From an optimization exercise on the open Yosys and OpenROAD flow, aimed at small area; shortcuts taken in it are not production practice.
Only simulation tests tie the RTL to the original design; equivalence was not proved.
Power and IR drop assume default switching activity.

**run.sh**
```bash
#!/bin/bash
# synth_recipe.tcl (not shown) runs the flow's synth.tcl, then flattens the netlist and writes it again
# the make line also repeats each setting of config.mk as NAME=value (left out here)
make -C /OpenROAD-flow-scripts/flow DESIGN_CONFIG=/design/flow/config.mk WORK_HOME=/design/flow/orfs CLKGATE_MAP_FILE= SYNTH_SCRIPT=/design/flow/synth_recipe.tcl finish
```
**config.mk**
```make
export PLATFORM = sky130hd
export DESIGN_NAME = MINI_LCD_WATCH
export DESIGN_NICKNAME = MINI_LCD_WATCH
export VERILOG_FILES = /design/flow/design.v
export SDC_FILE = /design/flow/constraint.sdc
export NUM_CORES = 4
export LEC_CHECK = 0
export CAP_MARGIN = 20
export CORE_MARGIN = 2
export CORE_UTILIZATION = 40
export SLEW_MARGIN = 20
```
**constraint.sdc**
```tcl
create_clock -name core_clock -period 10.0 [get_ports {CLK}]
set_input_delay 2.0000 -clock core_clock [delete_from_list [all_inputs] [get_ports {CLK}]]
set_output_delay 2.0000 -clock core_clock [all_outputs]
set_load 0.01 [all_outputs]
```
**design.v**
```verilog
module LCD_WATCH_SEP(
	NUMBER,
	SEP_A,SEP_B
	);
	input[6:0] NUMBER;
	output[3:0] SEP_A,SEP_B;
	reg[3:0]SEP_A,SEP_B;
	always @(NUMBER)
	begin
		if (NUMBER <= 9)
			begin
				SEP_A = 3'b000;
				SEP_B = NUMBER[3:0];
			end
	else if (NUMBER <= 19)
		begin
			SEP_A = 1;
			SEP_B = NUMBER - 10;
		end
	else if (NUMBER <= 29)
		begin
			SEP_A = 2;
			SEP_B = NUMBER - 20;
		end
	else if (NUMBER <= 39)
		begin
			SEP_A = 3;
			SEP_B = NUMBER - 30;
		end
	else if (NUMBER <= 49)
		begin
			SEP_A = 4;
			SEP_B = NUMBER - 40;
		end
	else if (NUMBER <= 59)
		begin
			SEP_A = 5;
			SEP_B = NUMBER - 50;
		end
	else if (NUMBER <= 69)
		begin
			SEP_A = 6;
			SEP_B = NUMBER - 60;
		end
	else if (NUMBER <= 79)
		begin
			SEP_A = 7;
			SEP_B = NUMBER - 70;
		end
	else if (NUMBER <= 89)
		begin
			SEP_A = 8;
			SEP_B = NUMBER - 80;
		end
	else if (NUMBER <= 99)
		begin
			SEP_A = 9;
			SEP_B = NUMBER - 90;
		end
	else
		begin
			SEP_A = 0;
			SEP_B = 0;
		end
	end
endmodule
module LCD_WATCH(
	RESETN,CLK,
	H10,H1,M10,M1,S10,S1,
	KEY1,KEY2,KEY3,KEY4,KEY5,KEY6,KEY7,KEY8,MODE,
	SET_H10,SET_H1,SET_M10,SET_M1);
input RESETN,CLK;
input [1:0] MODE;
integer CNT;
input  KEY1,KEY2,KEY3,KEY4,KEY5,KEY6,KEY7,KEY8;
reg[6:0] HOUR,MIN,SEC;
reg[6:0] SET_M, SET_H;
reg[6:0] HOUR_V,MIN_V,SEC_V;
output [3:0] H10,H1,M10,M1,S10,S1;
output [3:0] SET_H10,SET_H1,SET_M10,SET_M1;
always @(posedge CLK)
begin   
	if(~RESETN)
		CNT<=0;
	else
		begin
			if(CNT>=99999)
				CNT<=0;
			else
				CNT<=CNT+1;
		end
end
always @(posedge CLK)
begin	 
	SEC_V = SEC;
	if(~RESETN)
		SEC_V=0;
	else
		begin
			if(MODE == 2'b00)
				begin
					if(KEY5 && CNT == 99999)
						begin
							if(SEC_V>=59)
								SEC_V=0;
							else
								SEC_V=SEC_V+1;
						end
					if(KEY6 && CNT == 99999)
						begin
							if(SEC_V<=0)
								SEC_V=59;
							else
								SEC_V=SEC_V-1;
						end
				end
			if(CNT==99999)
				begin
					if(SEC_V>=59)
						SEC_V=0;
					else
						SEC_V=SEC_V+1;
				end
		end
	SEC <= SEC_V;
end
always @(posedge CLK)
begin   
	MIN_V = MIN;
	if(~RESETN)
		MIN_V=0;
	else
		begin
			if(MODE == 2'b00)
				begin
					if(KEY3 && CNT == 99999)
						begin
							if(MIN_V>=59)
								MIN_V=0;
							else
								MIN_V=MIN_V+1;
						end
					if(KEY4 && CNT == 99999)
						begin
							if(MIN_V<=0)
								MIN_V=59;
							else
								MIN_V=MIN_V-1;
						end
				end
			if((CNT==99999)&&(SEC==59))
				begin
					if(MIN_V>=59)
						MIN_V=0;
					else
						MIN_V=MIN_V+1;
				end
		end
	MIN <= MIN_V;
end
always @(posedge CLK)
begin   
	HOUR_V = HOUR;
	if(~RESETN)
		HOUR_V=0;
	else
		begin
			if(MODE == 2'b00)
				begin
					if(KEY1 && CNT == 99999)
						begin
							if(HOUR_V>=23)
								HOUR_V=0;
							else
								HOUR_V=HOUR_V+1;
						end
					if(KEY2 && CNT == 99999)
						begin
							if(HOUR_V<=0)
								HOUR_V=23;
							else
								HOUR_V=HOUR_V-1;
						end
				end
			if((CNT==99999)&&(SEC==59)&&(MIN==59))
				begin
					if(HOUR_V>=23)
						HOUR_V=0;
					else
						HOUR_V=HOUR_V+1;
				end
		end
	HOUR <= HOUR_V;
end
always @(posedge CLK)
begin   
	if (~RESETN)
		SET_M <= 0;
	else
		begin
			if(MODE == 2'b01)
				begin
					if(KEY8 && CNT == 99999)
						begin
							if(SET_M >= 59)
								SET_M <= 0;
							else
								SET_M <= SET_M + 1;
						end
				end
		end
end
always @(posedge CLK)
begin   
	if (~RESETN)
		SET_H <= 0;
	else
		begin
			if(MODE == 2'b01)
				begin
					if(KEY7 && CNT == 99999)
						begin
							if(SET_H >= 23)
								SET_H <= 0;
							else
								SET_H <= SET_H + 1;
						end
				end
		end
end
LCD_WATCH_SEP S_SEP(SEC,S10,S1);
LCD_WATCH_SEP M_SEP(MIN,M10,M1);
LCD_WATCH_SEP H_SEP(HOUR,H10,H1);
LCD_WATCH_SEP M_SEP_A(SET_M, SET_M10, SET_M1);
LCD_WATCH_SEP H_SEP_A(SET_H, SET_H10, SET_H1);
endmodule
module LCD_WATCH_ALARM(
	RESETN, CLK,
	KEY9, MODE
);
input RESETN, CLK, KEY9;
output reg [1:0] MODE;
parameter CLOCK_MODE = 2'b00, ALARM_MODE = 2'b01;
integer CNT;
always @(posedge CLK)
begin
	if (~RESETN)
		 CNT <= 0;
	else
		begin
			if (CNT >= 99999)
				CNT <= 0;
			else
				CNT <= CNT + 1;
		end
end
always@(posedge CLK)
begin
	if(~RESETN)
		MODE <= CLOCK_MODE;
	else
		begin
			case(MODE)
				CLOCK_MODE :
					if (KEY9 && CNT == 99999)
							MODE <= ALARM_MODE;
				ALARM_MODE :
					if (KEY9 && CNT == 99999)
						MODE <= CLOCK_MODE;
				default : MODE <= CLOCK_MODE;
			endcase
		end
end
endmodule
module LCD_PIEZO_EX(
	RESETN, CLK, M10,M1,H10,H1,
	SET_H10,SET_H1,SET_M10,SET_M1,
	PIEZO
);
input RESETN, CLK;
input [3:0] SET_H10,SET_H1,SET_M10,SET_M1;
input [3:0] H10,H1,M10,M1;
output PIEZO;
reg BUFF;
integer CNT_SOUND;
integer CNT;
always @(posedge CLK)
begin
		if (~RESETN)
			 CNT <= 0;
		else
	begin
		if (CNT >= 99999)
			 CNT <= 0;
		else
			CNT <= CNT + 1;
	end
end
always @(posedge CLK)
begin
	if(~RESETN)
		begin
			CNT_SOUND <= 0;
			BUFF <= 1'b0;
		end
	else
		begin
			if((M10 == SET_M10) && (M1 == SET_M1) && (H10 == SET_H10) && (H1 == SET_H1))
				begin
					if(CNT_SOUND >= 169)
						begin
							CNT_SOUND <= 0;
							BUFF <= ~BUFF;
						end
					else
						CNT_SOUND <= CNT_SOUND + 1;
				end
			else
				begin
					CNT_SOUND <= 0;
					BUFF <= ~BUFF;
				end
		end
end
assign PIEZO = BUFF;
endmodule
module LCD_WATCH_VFD(
	RESETN,CLK,
	LCD_RS, LCD_RW,
	LCD_DATA,H10,H1,M10,M1,S10,S1,
	SET_H10, SET_H1, SET_M10, SET_M1,
	MODE
);
input RESETN, CLK;
input [3:0]H10,H1,M10,M1,S10,S1;
input [3:0] SET_H10, SET_H1, SET_M10, SET_M1;
input [1:0]MODE;
output LCD_RS, LCD_RW;
output [7:0] LCD_DATA;
reg LCD_RS, LCD_RW;
reg [7:0] LCD_DATA;
reg [2:0] STATE;
parameter DELAY = 3'b000,
	FUNCTION_SET = 3'b001,
	ENTRY_MODE = 3'b010,
	DISP_ONOFF=3'b011,
	LINE1 = 3'b100,
   LINE2 = 3'b101,
	CLEAR_DISP = 3'b111;
integer CNT;
always @(posedge CLK)
	begin
	if (RESETN == 1'b0)
		STATE <= DELAY;
	else
		begin
			case (STATE)
				DELAY :
					if (CNT == 70) STATE <= FUNCTION_SET;
				FUNCTION_SET :
					if (CNT == 30) STATE <= DISP_ONOFF;
				DISP_ONOFF :
					if (CNT == 30) STATE <= ENTRY_MODE;
				ENTRY_MODE :
					if (CNT == 30) STATE <= LINE1;
				LINE1 :
					if (CNT == 20) STATE <= LINE2;
				LINE2 :
					if (CNT == 20) STATE <= LINE1;
				CLEAR_DISP :
					if (CNT == 200) STATE <= DELAY;
				default : STATE <= DELAY;
			endcase
		end
	end
always @(posedge CLK)
	begin
		if (RESETN == 1'b0)
			CNT <= 0;
		else
			begin
				case (STATE)
					DELAY :
						if (CNT >= 70) CNT <= 0;
						else CNT <= CNT + 1;
					FUNCTION_SET :
						if (CNT >= 30) CNT <= 0;
						else CNT <= CNT + 1;
					DISP_ONOFF :
						if (CNT >= 30) CNT <= 0;
						else CNT <= CNT + 1;
					ENTRY_MODE :
						if (CNT >= 30) CNT <= 0;
						else CNT <= CNT + 1;
					LINE1 :
						if (CNT >= 20) CNT <= 0;
						else CNT <= CNT + 1;
					LINE2 :
						if (CNT >= 20) CNT <= 0;
						else CNT <= CNT + 1;
					CLEAR_DISP :
						if (CNT >= 200) CNT <= 0;
						else CNT <= CNT + 1;
					default : CNT <= 0;
				endcase
			end
	end
always @(posedge CLK)
	begin
		if (RESETN == 1'b0)
			begin
				LCD_RS <= 1'b1;
				LCD_RW <= 1'b1;
				LCD_DATA <= 8'b00000000;
			end
		else
			begin
				case (STATE)
					FUNCTION_SET :
						begin
							LCD_RS <= 1'b0;
							LCD_RW <= 1'b0;
							LCD_DATA <= 8'b00111100;
						end
					DISP_ONOFF :
						begin
							LCD_RS <= 1'b0;
							LCD_RW <= 1'b0;
							LCD_DATA <= 8'b00001100;
						end
					ENTRY_MODE :
						begin
							LCD_RS <= 1'b0;
							LCD_RW <= 1'b0;
							LCD_DATA <= 8'b00000110;
						end
					LINE1 :
						begin
							LCD_RW <= 1'b0;
							if(MODE == 2'b01)
								case (CNT)
									0 :
										begin
											LCD_RS <= 1'b0;
											LCD_DATA <= 8'b10000000;
										end
									1 :
										begin
											LCD_RS <= 1'b1;
											LCD_DATA <= 8'b10011000; 
										end
									2 :
										begin
											LCD_RS <= 1'b1;
											LCD_DATA <= 8'b00100000; 
										end
									3 :
										begin
											LCD_RS <= 1'b1;
											LCD_DATA <= 8'b00100000; 
										end
									4 :
										begin
											LCD_RS <= 1'b1;
											LCD_DATA <= 8'b00100000; 
										end
									5 :
											begin
											LCD_RS <= 1'b1;
											case(SET_H10)
												4'b0000: LCD_DATA <=8'b00110000;  
												4'b0001: LCD_DATA <=8'b00110001;  
												4'b0010: LCD_DATA <=8'b00110010;  
												4'b0011: LCD_DATA <=8'b00110011;  
												4'b0100: LCD_DATA <=8'b00110100;  
												4'b0101: LCD_DATA <=8'b00110101;  
												4'b0110: LCD_DATA <=8'b00110110;  
												4'b0111: LCD_DATA <=8'b00110111;  
												4'b1000: LCD_DATA <=8'b00111000;  
												4'b1001: LCD_DATA <=8'b00111001;  
											endcase
										end
									6 :
											begin
											LCD_RS <= 1'b1;
											case(SET_H1)
												4'b0000: LCD_DATA <=8'b00110000;  
												4'b0001: LCD_DATA <=8'b00110001;  
												4'b0010: LCD_DATA <=8'b00110010;  
												4'b0011: LCD_DATA <=8'b00110011;  
												4'b0100: LCD_DATA <=8'b00110100;  
												4'b0101: LCD_DATA <=8'b00110101;  
												4'b0110: LCD_DATA <=8'b00110110;  
												4'b0111: LCD_DATA <=8'b00110111;  
												4'b1000: LCD_DATA <=8'b00111000;  
												4'b1001: LCD_DATA <=8'b00111001;  
											endcase
										end
									7 :
										begin
											LCD_RS <= 1'b1;
											LCD_DATA <= 8'b00111010;  
										end
									8 :
											begin
											LCD_RS <= 1'b1;
											case(SET_M10)
												4'b0000: LCD_DATA <=8'b00110000;  
												4'b0001: LCD_DATA <=8'b00110001;  
												4'b0010: LCD_DATA <=8'b00110010;  
												4'b0011: LCD_DATA <=8'b00110011;  
												4'b0100: LCD_DATA <=8'b00110100;  
												4'b0101: LCD_DATA <=8'b00110101;  
												4'b0110: LCD_DATA <=8'b00110110;  
												4'b0111: LCD_DATA <=8'b00110111;  
												4'b1000: LCD_DATA <=8'b00111000;  
												4'b1001: LCD_DATA <=8'b00111001;  
											endcase
										end
									9 :
											begin
											LCD_RS <= 1'b1;
											case(SET_M1)
												4'b0000: LCD_DATA <=8'b00110000;  
												4'b0001: LCD_DATA <=8'b00110001;  
												4'b0010: LCD_DATA <=8'b00110010;  
												4'b0011: LCD_DATA <=8'b00110011;  
												4'b0100: LCD_DATA <=8'b00110100;  
												4'b0101: LCD_DATA <=8'b00110101;  
												4'b0110: LCD_DATA <=8'b00110110;  
												4'b0111: LCD_DATA <=8'b00110111;  
												4'b1000: LCD_DATA <=8'b00111000;  
												4'b1001: LCD_DATA <=8'b00111001;  
											endcase
										end
									10 :
										begin
											LCD_RS <= 1'b1;
											LCD_DATA <= 8'b00111010;  
										end
									11 :
										begin
											LCD_RS <= 1'b1;
											case(S10)
												4'b0000: LCD_DATA <=8'b00110000;  
												4'b0001: LCD_DATA <=8'b00110001;  
												4'b0010: LCD_DATA <=8'b00110010;  
												4'b0011: LCD_DATA <=8'b00110011;  
												4'b0100: LCD_DATA <=8'b00110100;  
												4'b0101: LCD_DATA <=8'b00110101;  
												4'b0110: LCD_DATA <=8'b00110110;  
												4'b0111: LCD_DATA <=8'b00110111;  
												4'b1000: LCD_DATA <=8'b00111000;  
												4'b1001: LCD_DATA <=8'b00111001;  
											endcase
										end
									12 :
										begin
											LCD_RS <= 1'b1;
											case(S1)
												4'b0000: LCD_DATA <=8'b00110000;  
												4'b0001: LCD_DATA <=8'b00110001;  
												4'b0010: LCD_DATA <=8'b00110010;  
												4'b0011: LCD_DATA <=8'b00110011;  
												4'b0100: LCD_DATA <=8'b00110100;  
												4'b0101: LCD_DATA <=8'b00110101;  
												4'b0110: LCD_DATA <=8'b00110110;  
												4'b0111: LCD_DATA <=8'b00110111;  
												4'b1000: LCD_DATA <=8'b00111000;  
												4'b1001: LCD_DATA <=8'b00111001;  
											endcase
										end
									13 :
										begin
											LCD_RS <= 1'b1;
											LCD_DATA <= 8'b00100000; 
										end
									14 :
										begin
											LCD_RS <= 1'b1;
											LCD_DATA <= 8'b00100000; 
										end
									15 :
										begin
											LCD_RS <= 1'b1;
											LCD_DATA <= 8'b00100000; 
										end
									16 :
										begin
											LCD_RS <= 1'b1;
											LCD_DATA <= 8'b10011000; 
										end
									default :
										begin
											LCD_RS <= 1'b1;
											LCD_DATA <= 8'b01100101;
										end
								endcase
							else
								begin
								case (CNT)
									0 :
										begin
											LCD_RS <= 1'b0;
											LCD_DATA <= 8'b10000000;
										end
									1 :
										begin
											LCD_RS <= 1'b1;
											LCD_DATA <= 8'b10011101; 
										end
									2 :
										begin
											LCD_RS <= 1'b1;
											LCD_DATA <= 8'b00100000; 
										end
									3 :
										begin
											LCD_RS <= 1'b1;
											LCD_DATA <= 8'b00100000; 
										end
									4 :
										begin
											LCD_RS <= 1'b1;
											LCD_DATA <= 8'b00100000; 
										end
									5 :
											begin
											LCD_RS <= 1'b1;
											case(H10)
												4'b0000: LCD_DATA <=8'b00110000;  
												4'b0001: LCD_DATA <=8'b00110001;  
												4'b0010: LCD_DATA <=8'b00110010;  
												4'b0011: LCD_DATA <=8'b00110011;  
												4'b0100: LCD_DATA <=8'b00110100;  
												4'b0101: LCD_DATA <=8'b00110101;  
												4'b0110: LCD_DATA <=8'b00110110;  
												4'b0111: LCD_DATA <=8'b00110111;  
												4'b1000: LCD_DATA <=8'b00111000;  
												4'b1001: LCD_DATA <=8'b00111001;  
											endcase
										end
									6 :
											begin
											LCD_RS <= 1'b1;
											case(H1)
												4'b0000: LCD_DATA <=8'b00110000;  
												4'b0001: LCD_DATA <=8'b00110001;  
												4'b0010: LCD_DATA <=8'b00110010;  
												4'b0011: LCD_DATA <=8'b00110011;  
												4'b0100: LCD_DATA <=8'b00110100;  
												4'b0101: LCD_DATA <=8'b00110101;  
												4'b0110: LCD_DATA <=8'b00110110;  
												4'b0111: LCD_DATA <=8'b00110111;  
												4'b1000: LCD_DATA <=8'b00111000;  
												4'b1001: LCD_DATA <=8'b00111001;  
											endcase
										end
									7 :
										begin
											LCD_RS <= 1'b1;
											LCD_DATA <= 8'b00111010;  
										end
									8 :
											begin
											LCD_RS <= 1'b1;
											case(M10)
												4'b0000: LCD_DATA <=8'b00110000;  
												4'b0001: LCD_DATA <=8'b00110001;  
												4'b0010: LCD_DATA <=8'b00110010;  
												4'b0011: LCD_DATA <=8'b00110011;  
												4'b0100: LCD_DATA <=8'b00110100;  
												4'b0101: LCD_DATA <=8'b00110101;  
												4'b0110: LCD_DATA <=8'b00110110;  
												4'b0111: LCD_DATA <=8'b00110111;  
												4'b1000: LCD_DATA <=8'b00111000;  
												4'b1001: LCD_DATA <=8'b00111001;  
											endcase
										end
									9 :
											begin
											LCD_RS <= 1'b1;
											case(M1)
												4'b0000: LCD_DATA <=8'b00110000;  
												4'b0001: LCD_DATA <=8'b00110001;  
												4'b0010: LCD_DATA <=8'b00110010;  
												4'b0011: LCD_DATA <=8'b00110011;  
												4'b0100: LCD_DATA <=8'b00110100;  
												4'b0101: LCD_DATA <=8'b00110101;  
												4'b0110: LCD_DATA <=8'b00110110;  
												4'b0111: LCD_DATA <=8'b00110111;  
												4'b1000: LCD_DATA <=8'b00111000;  
												4'b1001: LCD_DATA <=8'b00111001;  
											endcase
										end
									10 :
										begin
											LCD_RS <= 1'b1;
											LCD_DATA <= 8'b00111010;  
										end
									11 :
											begin
											LCD_RS <= 1'b1;
											case(S10)
												4'b0000: LCD_DATA <=8'b00110000;  
												4'b0001: LCD_DATA <=8'b00110001;  
												4'b0010: LCD_DATA <=8'b00110010;  
												4'b0011: LCD_DATA <=8'b00110011;  
												4'b0100: LCD_DATA <=8'b00110100;  
												4'b0101: LCD_DATA <=8'b00110101;  
												4'b0110: LCD_DATA <=8'b00110110;  
												4'b0111: LCD_DATA <=8'b00110111;  
												4'b1000: LCD_DATA <=8'b00111000;  
												4'b1001: LCD_DATA <=8'b00111001;  
											endcase
										end
									12 :
											begin
											LCD_RS <= 1'b1;
											case(S1)
												4'b0000: LCD_DATA <=8'b00110000;  
												4'b0001: LCD_DATA <=8'b00110001;  
												4'b0010: LCD_DATA <=8'b00110010;  
												4'b0011: LCD_DATA <=8'b00110011;  
												4'b0100: LCD_DATA <=8'b00110100;  
												4'b0101: LCD_DATA <=8'b00110101;  
												4'b0110: LCD_DATA <=8'b00110110;  
												4'b0111: LCD_DATA <=8'b00110111;  
												4'b1000: LCD_DATA <=8'b00111000;  
												4'b1001: LCD_DATA <=8'b00111001;  
											endcase
										end
									13 :
										begin
											LCD_RS <= 1'b1;
											LCD_DATA <= 8'b00100000; 
										end
									14 :
										begin
											LCD_RS <= 1'b1;
											LCD_DATA <= 8'b00100000; 
										end
									15 :
										begin
											LCD_RS <= 1'b1;
											LCD_DATA <= 8'b00100000; 
										end
									16 :
										begin
											LCD_RS <= 1'b1;
											LCD_DATA <= 8'b10011101; 
										end
									default :
										begin
											LCD_RS <= 1'b1;
											LCD_DATA <= 8'b01100101;
										end
							endcase
						end
						end
					LINE2 :
						begin
							LCD_RW <= 1'b0;
								case (CNT)
									0 :
										begin
											LCD_RS <= 1'b0;
											LCD_DATA <= 8'b11000000;
										end
									1 :
										begin
											LCD_RS <= 1'b1;
											LCD_DATA <= 8'b00100000; 
										end
									2 :
										begin
											LCD_RS <= 1'b1;
											LCD_DATA <= 8'b00100000; 
										end
									3 :
										begin
											LCD_RS <= 1'b1;
											LCD_DATA <= 8'b00100000; 
										end
									4 :
										begin
											LCD_RS <= 1'b1;
											LCD_DATA <= 8'b00100000; 
										end
									5 :
										begin
											LCD_RS <= 1'b1;
											LCD_DATA <= 8'b00100000; 
										end
									6 :
										begin
											LCD_RS <= 1'b1;
											LCD_DATA <= 8'b00100000; 
										end
									7 :
										begin
											LCD_RS <= 1'b1;
											LCD_DATA <= 8'b00100000; 
										end
									8 :
										begin
											LCD_RS <= 1'b1;
											LCD_DATA <= 8'b00100000; 
										end
									9 :
										begin
											LCD_RS <= 1'b1;
											LCD_DATA <= 8'b00100000; 
										end
									10 :
										begin
											LCD_RS <= 1'b1;
											LCD_DATA <= 8'b00100000; 
										end
									11 :
										begin
											LCD_RS <= 1'b1;
											LCD_DATA <= 8'b00100000; 
										end
									12 :
										begin
											LCD_RS <= 1'b1;
											LCD_DATA <= 8'b00100000; 
										end
									13 :
										begin
											LCD_RS <= 1'b1;
											LCD_DATA <= 8'b00100000; 
										end
									14 :
										begin
											LCD_RS <= 1'b1;
											LCD_DATA <= 8'b00100000; 
										end
									15 :
										begin
											LCD_RS <= 1'b1;
											LCD_DATA <= 8'b00100000; 
										end
									16 :
										begin
											LCD_RS <= 1'b1;
											LCD_DATA <= 8'b00100000; 
										end
									default :
										begin
											LCD_RS <= 1'b1;
											LCD_DATA <= 8'b00100000;
										end
							endcase
						end
					CLEAR_DISP :
						begin
							LCD_RS <= 1'b0;
							LCD_RW <= 1'b0;
							LCD_DATA <= 8'b00000001;
						end
					default :
						begin
							LCD_RS <= 1'b1;
							LCD_RW <= 1'b1;
							LCD_DATA <= 8'b00000000;
						end
			endcase
		end
	end
endmodule
module MINI_LCD_WATCH(CLK,RESETN,
LCD_RS,LCD_RW,LCD_DATA,PIEZO,
   KEY1,KEY2,KEY3,KEY4,KEY5,KEY6,KEY7,KEY8,KEY9
);
	input CLK,RESETN;
	input KEY1,KEY2,KEY3,KEY4,KEY5,KEY6,KEY7,KEY8,KEY9;
	output LCD_RS, LCD_RW;
	output [7:0] LCD_DATA;
	wire CLK;
	wire LCD_RS, LCD_RW;
	wire [3:0]H10,H1,M10,M1,S10,S1;
	wire [3:0]SET_H10, SET_H1, SET_M10, SET_M1;
	output PIEZO;
	wire [1:0] MODE;
	LCD_WATCH X1(RESETN,CLK,H10,H1,M10,M1,S10,S1,KEY1,KEY2,KEY3,KEY4,KEY5,KEY6,KEY7,KEY8,MODE, SET_H10,SET_H1,SET_M10,SET_M1);
	LCD_WATCH_VFD X2(RESETN,CLK,LCD_RS, LCD_RW, LCD_DATA,H10,H1,M10,M1,S10,S1,SET_H10, SET_H1, SET_M10, SET_M1,MODE);
	LCD_PIEZO_EX X3(RESETN, CLK, M10,M1,H10,H1,SET_H10,SET_H1,SET_M10,SET_M1,PIEZO);
	LCD_WATCH_ALARM X4(RESETN, CLK, KEY9, MODE);
endmodule
```
==> flow_results.xml <==
<?xml version="1.0" encoding="UTF-8"?>
<metrics>
  <group name="status">
    <metric name="run_status" unit="">finished clean</metric>
  </group>
  <group name="finish">
    <metric name="fin_util" unit="%">43.7</metric>
    <metric name="final.fill_count" unit="">3843</metric>
    <metric name="layout-drive-gt1-share" unit="%">5.77</metric>
    <metric name="antennaDiodeCount" unit="">0</metric>
    <metric name="multi_input_comb_area" unit="mm²">0.0110</metric>
    <metric name="finalNetCount" unit="">2079</metric>
    <metric name="area.growth.synth_to_final" unit="%">7.81</metric>
    <metric name="area_occupied_by_registers" unit="mm²">0.00360</metric>
  </group>
  <group name="global_route">
    <metric name="gr-total-overflow" unit="">0</metric>
    <metric name="grt_max_degree" unit="">47</metric>
    <metric name="antenna_found_initial" unit="">0</metric>
    <metric name="grt.total_usage" unit="%">22.2</metric>
    <metric name="number_of_global_route_vias_before_repair" unit="">14246</metric>
    <metric name="global_route_wire_length_before_repair" unit="mm">72.3</metric>
  </group>
  <group name="die">
    <metric name="die_w" unit="µm">199</metric>
    <metric name="io_pins" unit="">22</metric>
    <metric name="floorplan.rows" unit="">71</metric>
    <metric name="initial_cell_density_of_the_core" unit="%">40.6</metric>
    <metric name="fp.dieH" unit="µm">199</metric>
    <metric name="fp.dieArea" unit="mm²">0.0398</metric>
    <metric name="coreArea" unit="mm²">0.0377</metric>
  </group>
  <group name="placed_design">
    <metric name="place.gp.congestion" unit="">0.948</metric>
    <metric name="place_ws" unit="ns">4.57</metric>
    <metric name="post-dp-hpwl" unit="mm">31.7</metric>
    <metric name="port-buffer-count" unit="">21</metric>
  </group>
  <group name="worst_setup_path">
    <metric name="worst_path_arrival_time" unit="ns">5.41</metric>
    <metric name="crit_fanout" unit="">15</metric>
    <metric name="critPathMaxStageDelay" unit="ns">0.75</metric>
    <metric name="worstSetupStartpointType" unit="">register</metric>
    <metric name="critical_path.n_buffers_inverters" unit="">1</metric>
    <metric name="critPathSlowestCell" unit="">sky130_fd_sc_hd__a211oi_1</metric>
    <metric name="crit_path_cell_chain" unit="">inv_1, ha_1, a211o_1, a31oi_1, nor3b_1, nor4_1, a211oi_1, nor2_1, or4b_2, a31oi_1, a21oi_1, a211oi_1</metric>
    <metric name="worstSetupEndpoint" unit="">X2.LCD_DATA[0]</metric>
    <metric name="crit_path_start" unit="">X1.HOUR[2]</metric>
    <metric name="worst-path-stages" unit="">12</metric>
    <metric name="cpLargestDelayFamily" unit="">compound AO/OA/AOI/OAI gates</metric>
    <metric name="path_class" unit="">register to register</metric>
    <metric name="critical_path_required" unit="ns">10.37</metric>
    <metric name="worst-r2r-cell-count" unit="">12</metric>
    <metric name="critPathCaptureType" unit="">register</metric>
    <metric name="regToRegSetupSlack" unit="ns">4.96</metric>
    <metric name="r2r_start" unit="">X1.HOUR[2]</metric>
    <metric name="reg2reg_to" unit="">X2.LCD_DATA[0]</metric>
  </group>
  <group name="routing">
    <metric name="detailroute.via_count" unit="">15414</metric>
    <metric name="wl_per_cell" unit="µm">17.6</metric>
    <metric name="met2WireLength" unit="mm">19.8</metric>
    <metric name="routed_wl" unit="mm">44.3</metric>
    <metric name="drcViolationCount" unit="">0</metric>
    <metric name="detail_route.vias_per_cell" unit="">6.11</metric>
    <metric name="route.top_layer_used" unit="">met4</metric>
    <metric name="routed-wl-met3" unit="mm">2.47</metric>
    <metric name="route.antenna.remaining_nets" unit="">0</metric>
    <metric name="drt-initial-drc-count" unit="">1578</metric>
    <metric name="detailed_router_iteration_count_before_antenna_repair" unit="">6</metric>
    <metric name="drt-met1-wl" unit="mm">20.9</metric>
  </group>
  <group name="pwr">
    <metric name="switching_power" unit="W">0.000409</metric>
    <metric name="finalPower" unit="W">0.00158</metric>
    <metric name="net_sw_share" unit="%">25.9</metric>
    <metric name="internal_power" unit="W">0.00117</metric>
    <metric name="power-per-cell-area" unit="mW/mm²">95.8</metric>
    <metric name="power.share.clock" unit="%">44.8</metric>
    <metric name="lkg_pwr" unit="nW">5.82</metric>
    <metric name="p_comb_share" unit="%">8.8</metric>
    <metric name="vdd_ir_drop_max" unit="mV">0.136</metric>
    <metric name="flop_pwr_share" unit="%">46.4</metric>
  </group>
  <group name="logic_synthesis">
    <metric name="most_numerous_cell_in_the_yosys_netlist" unit="">sky130_fd_sc_hd__nor2_1</metric>
    <metric name="post_synth_most_frequent_cells" unit="">sky130_fd_sc_hd__nor2_1, sky130_fd_sc_hd__dfxtp_1, sky130_fd_sc_hd__nand2_1</metric>
    <metric name="post_synth_edffs" unit="">0</metric>
    <metric name="yosysUniqueCellTypes" unit="">92</metric>
    <metric name="syn_area_per_cell" unit="µm²">7.45</metric>
    <metric name="synth_top_area_share" unit="%">23.6</metric>
    <metric name="netlist_instances" unit="">2051</metric>
    <metric name="netlist_area" unit="mm²">0.0153</metric>
    <metric name="synth_top_flop_cell" unit="">sky130_fd_sc_hd__dfxtp_1</metric>
    <metric name="async_reset_ff_share" unit="%">0</metric>
    <metric name="synth_seq_area_share" unit="%">23.6</metric>
    <metric name="ys_warn_count" unit="">5</metric>
    <metric name="syn-num-nets" unit="">2132</metric>
    <metric name="yosysTopAreaCell" unit="">sky130_fd_sc_hd__dfxtp_1</metric>
    <metric name="synth_seq_cells" unit="">180</metric>
    <metric name="post_synth_main_area_contributors" unit="">sky130_fd_sc_hd__dfxtp_1, sky130_fd_sc_hd__nor2_1, sky130_fd_sc_hd__ha_1</metric>
  </group>
  <group name="sta">
    <metric name="slew-limit-headroom" unit="%">23.3</metric>
    <metric name="finalSetupTns" unit="ns">0</metric>
    <metric name="min_period_over_period" unit="%">50.4</metric>
    <metric name="rsz0062_at_grt" unit="">no</metric>
    <metric name="transition_at_the_pin_with_the_smallest_max_transition_slack" unit="ns">1.13</metric>
    <metric name="final_max_slew_violation_count" unit="">0</metric>
    <metric name="maxClockFrequency" unit="MHz">198</metric>
    <metric name="finalClockSkew" unit="ns">0.00903</metric>
    <metric name="final.min_clock_period" unit="ns">5.04</metric>
    <metric name="timing_hold_violations_final" unit="">0</metric>
    <metric name="setup-violations-final" unit="">0</metric>
    <metric name="least_setup_slack_across_all_paths_after_layout" unit="ns">4.96</metric>
  </group>
  <group name="clocking">
    <metric name="tritoncts.num_buffers" unit="">17</metric>
    <metric name="cts_resized" unit="">0</metric>
    <metric name="postCtsSetupRepairBufs" unit="">0</metric>
    <metric name="clock-root-buffer" unit="">sky130_fd_sc_hd__clkbuf_16</metric>
    <metric name="cts_tree" unit="">done</metric>
    <metric name="clock_tree.htree_level_count" unit="">4</metric>
    <metric name="numClockSinks" unit="">180</metric>
    <metric name="clk_pin_slew" unit="ns">0.08</metric>
    <metric name="hold_buf_cts" unit="">0</metric>
    <metric name="ctsLongestPathBuffers" unit="">2</metric>
    <metric name="insertion_delay" unit="ns">0.45</metric>
  </group>
  <group name="min_path">
    <metric name="worst_hold_path_type" unit="">register to register</metric>
  </group>
  <group name="run">
    <metric name="maxcap_viol_count" unit="">0</metric>
  </group>
</metrics>
cell type report:
cell class                 instances  share of cell area, %
clock buffer                      21                   2.92
sequential                       180                   21.9
multi-input combinational       1699                   67.1
timing repair buffer              40                   2.14
tap                              511                   3.88
inverter                          60                   1.37
clock inverter                    10                  0.744
logic make-up (layout without fill, tap and decap cells):
| logic type | Yosys count | count (layout) | synth area share [%] |
|---|---|---|---|
| AO/OA/AOI/OAI | 557 | 557 | 26.3 |
| AND/OR/NAND/NOR | 894 | 894 | 29.7 |
| flip-flops | 180 | 180 | 23.6 |
| multiplexers | 13 | 13 | 0.868 |
| adder cells (fa/ha/maj) | 70 | 70 | 5.73 |
| buffers and inverters | 172 | 131 | 4.32 |
| XOR/XNOR | 165 | 165 | 9.46 |
worst register-to-register path: stages (launching register included):
cell and delay [ns]:
sky130_fd_sc_hd__dfxtp_1 0.69, sky130_fd_sc_hd__inv_1 0.33, sky130_fd_sc_hd__ha_1 0.31, sky130_fd_sc_hd__a211o_1 0.30, sky130_fd_sc_hd__a31oi_1 0.56, sky130_fd_sc_hd__nor3b_1 0.27
sky130_fd_sc_hd__nor4_1 0.09, sky130_fd_sc_hd__a211oi_1 0.75, sky130_fd_sc_hd__nor2_1 0.15, sky130_fd_sc_hd__or4b_2 0.65, sky130_fd_sc_hd__a31oi_1 0.51, sky130_fd_sc_hd__a21oi_1 0.15
sky130_fd_sc_hd__a211oi_1 0.21
state kept, by name, indices dropped and copies added, names as in the netlist, 7 cells and up, named ones only:
signal,cells
X1.CNT,32
X2.CNT,32
X3.CNT_SOUND,32
X4.CNT,32
X2.LCD_DATA,8
X1.HOUR,7
X1.MIN,7
X1.SEC,7
X1.SET_H,7
X1.SET_M,7
power groups by stage:
| stage | Combinational, W | Clock, W | Sequential (W) |
|---|---|---|---|
| 2_1_floorplan | 0.000100 | 0 | 0.000746 |
| 3_3_place_gp | 0.000135 | 0 | 0.000749 |
| 3_5_place_dp | 0.000135 | 0 | 0.000749 |
| 4_1_cts | 0.000136 | 0.000728 | 0.000732 |
| 5_1_grt | 0.000151 | 0.000753 | 0.000733 |
| 6_report | 0.000139 | 0.000707 | 0.000733 |
per-stage QoR:
step	hold slack, ns	instances	instance area, µm²
2_1_floorplan	0.413	2051	15300
3_3_place_gp	0.428	2490	15900
3_5_place_dp	0.428	2490	15900
4_1_cts	0.440	2521	16500
5_1_grt	0.491	2521	16500
6_report	0.439	2521	16500
routing by layer:
layer | up-vias | track usage, %
met2 | 563 | 35.4
met1 | 7257 | 30.0
met5 | - | 0
met4 | 0 | 8.67
li1 | 7518 | -
met3 | 76 | 3.32
worst min-delay path by stage:
stage / startpoint / cells past startpoint / end / slack (ns)
after floorplan: X4.CNT[0] / 1 / X4.CNT[0] / 0.41
after global placement: X4.CNT[0] / 1 / X4.CNT[0] / 0.43
after detailed placement: X4.CNT[0] / 1 / X4.CNT[0] / 0.43
after CTS: X4.CNT[0] / 1 / X4.CNT[0] / 0.44
after global routing: X4.CNT[0] / 1 / X4.CNT[0] / 0.49
final: X4.CNT[0] / 1 / X4.CNT[0] / 0.44
cells in the final DEF, fill, tap and decap left out, types with 13 or more instances in the layout:
cell	Yosys	layout
sky130_fd_sc_hd__buf_4	0	19
sky130_fd_sc_hd__o22ai_1	15	15
sky130_fd_sc_hd__o31ai_1	30	30
sky130_fd_sc_hd__and2_1	42	42
sky130_fd_sc_hd__nand2_1	178	177
sky130_fd_sc_hd__a311oi_1	13	13
sky130_fd_sc_hd__a31oi_1	43	43
sky130_fd_sc_hd__or3_1	21	21
sky130_fd_sc_hd__a21oi_1	96	96
sky130_fd_sc_hd__nand4_1	41	41
sky130_fd_sc_hd__ha_1	70	70
sky130_fd_sc_hd__o311ai_0	15	15
sky130_fd_sc_hd__o21ai_0	80	80
sky130_fd_sc_hd__xor2_1	94	94
sky130_fd_sc_hd__dfxtp_1	180	179
sky130_fd_sc_hd__clkdlybuf4s50_1	0	21
sky130_fd_sc_hd__a211oi_1	22	22
sky130_fd_sc_hd__or2_2	15	15
sky130_fd_sc_hd__nand3_1	109	109
sky130_fd_sc_hd__a41oi_1	13	13
sky130_fd_sc_hd__nor3_1	46	46
sky130_fd_sc_hd__nor2b_1	21	21
sky130_fd_sc_hd__and3_1	55	55
sky130_fd_sc_hd__a21o_1	23	23
sky130_fd_sc_hd__inv_1	60	60
sky130_fd_sc_hd__a21boi_0	16	16
sky130_fd_sc_hd__clkbuf_16	0	17
sky130_fd_sc_hd__nor4_1	38	37
sky130_fd_sc_hd__nand2b_1	13	13
sky130_fd_sc_hd__and4_1	13	13
sky130_fd_sc_hd__xnor2_1	71	71
sky130_fd_sc_hd__nor2_1	244	244
sky130_fd_sc_hd__o211ai_1	22	22

-- separate check: timing with driven ports --
The results above use ideal ports. As a check the final layout listed here was re-extracted and re-timed, cells and wires unchanged. Step 1 (the two cells are an assumption about what drives the block):
set clk [get_ports {CLK}]
set_driving_cell -lib_cell sky130_fd_sc_hd__clkbuf_16 $clk
set_driving_cell -lib_cell sky130_fd_sc_hd__buf_2 [delete_from_list [all_inputs] $clk]
Step 2 moves the port delays by t, midway between the first and last clock arrival at a register: inputs arrive t later, outputs are due t later. That takes back most of the time a late clock gives input paths. a / b / c = ideal ports / drivers / drivers and shift; a / b = the first two.
t, ns: 0.500
setup slack, ns: 4.962 / 4.962 / 4.484
clock arrival spread, ns: 0.009 / 0.010
worst data-port slew with drivers (ns): 0.06
After both steps this run still meets setup and hold. The setup slack of this run moves by 0.000 ns with the drivers and by -0.478 ns with both steps.
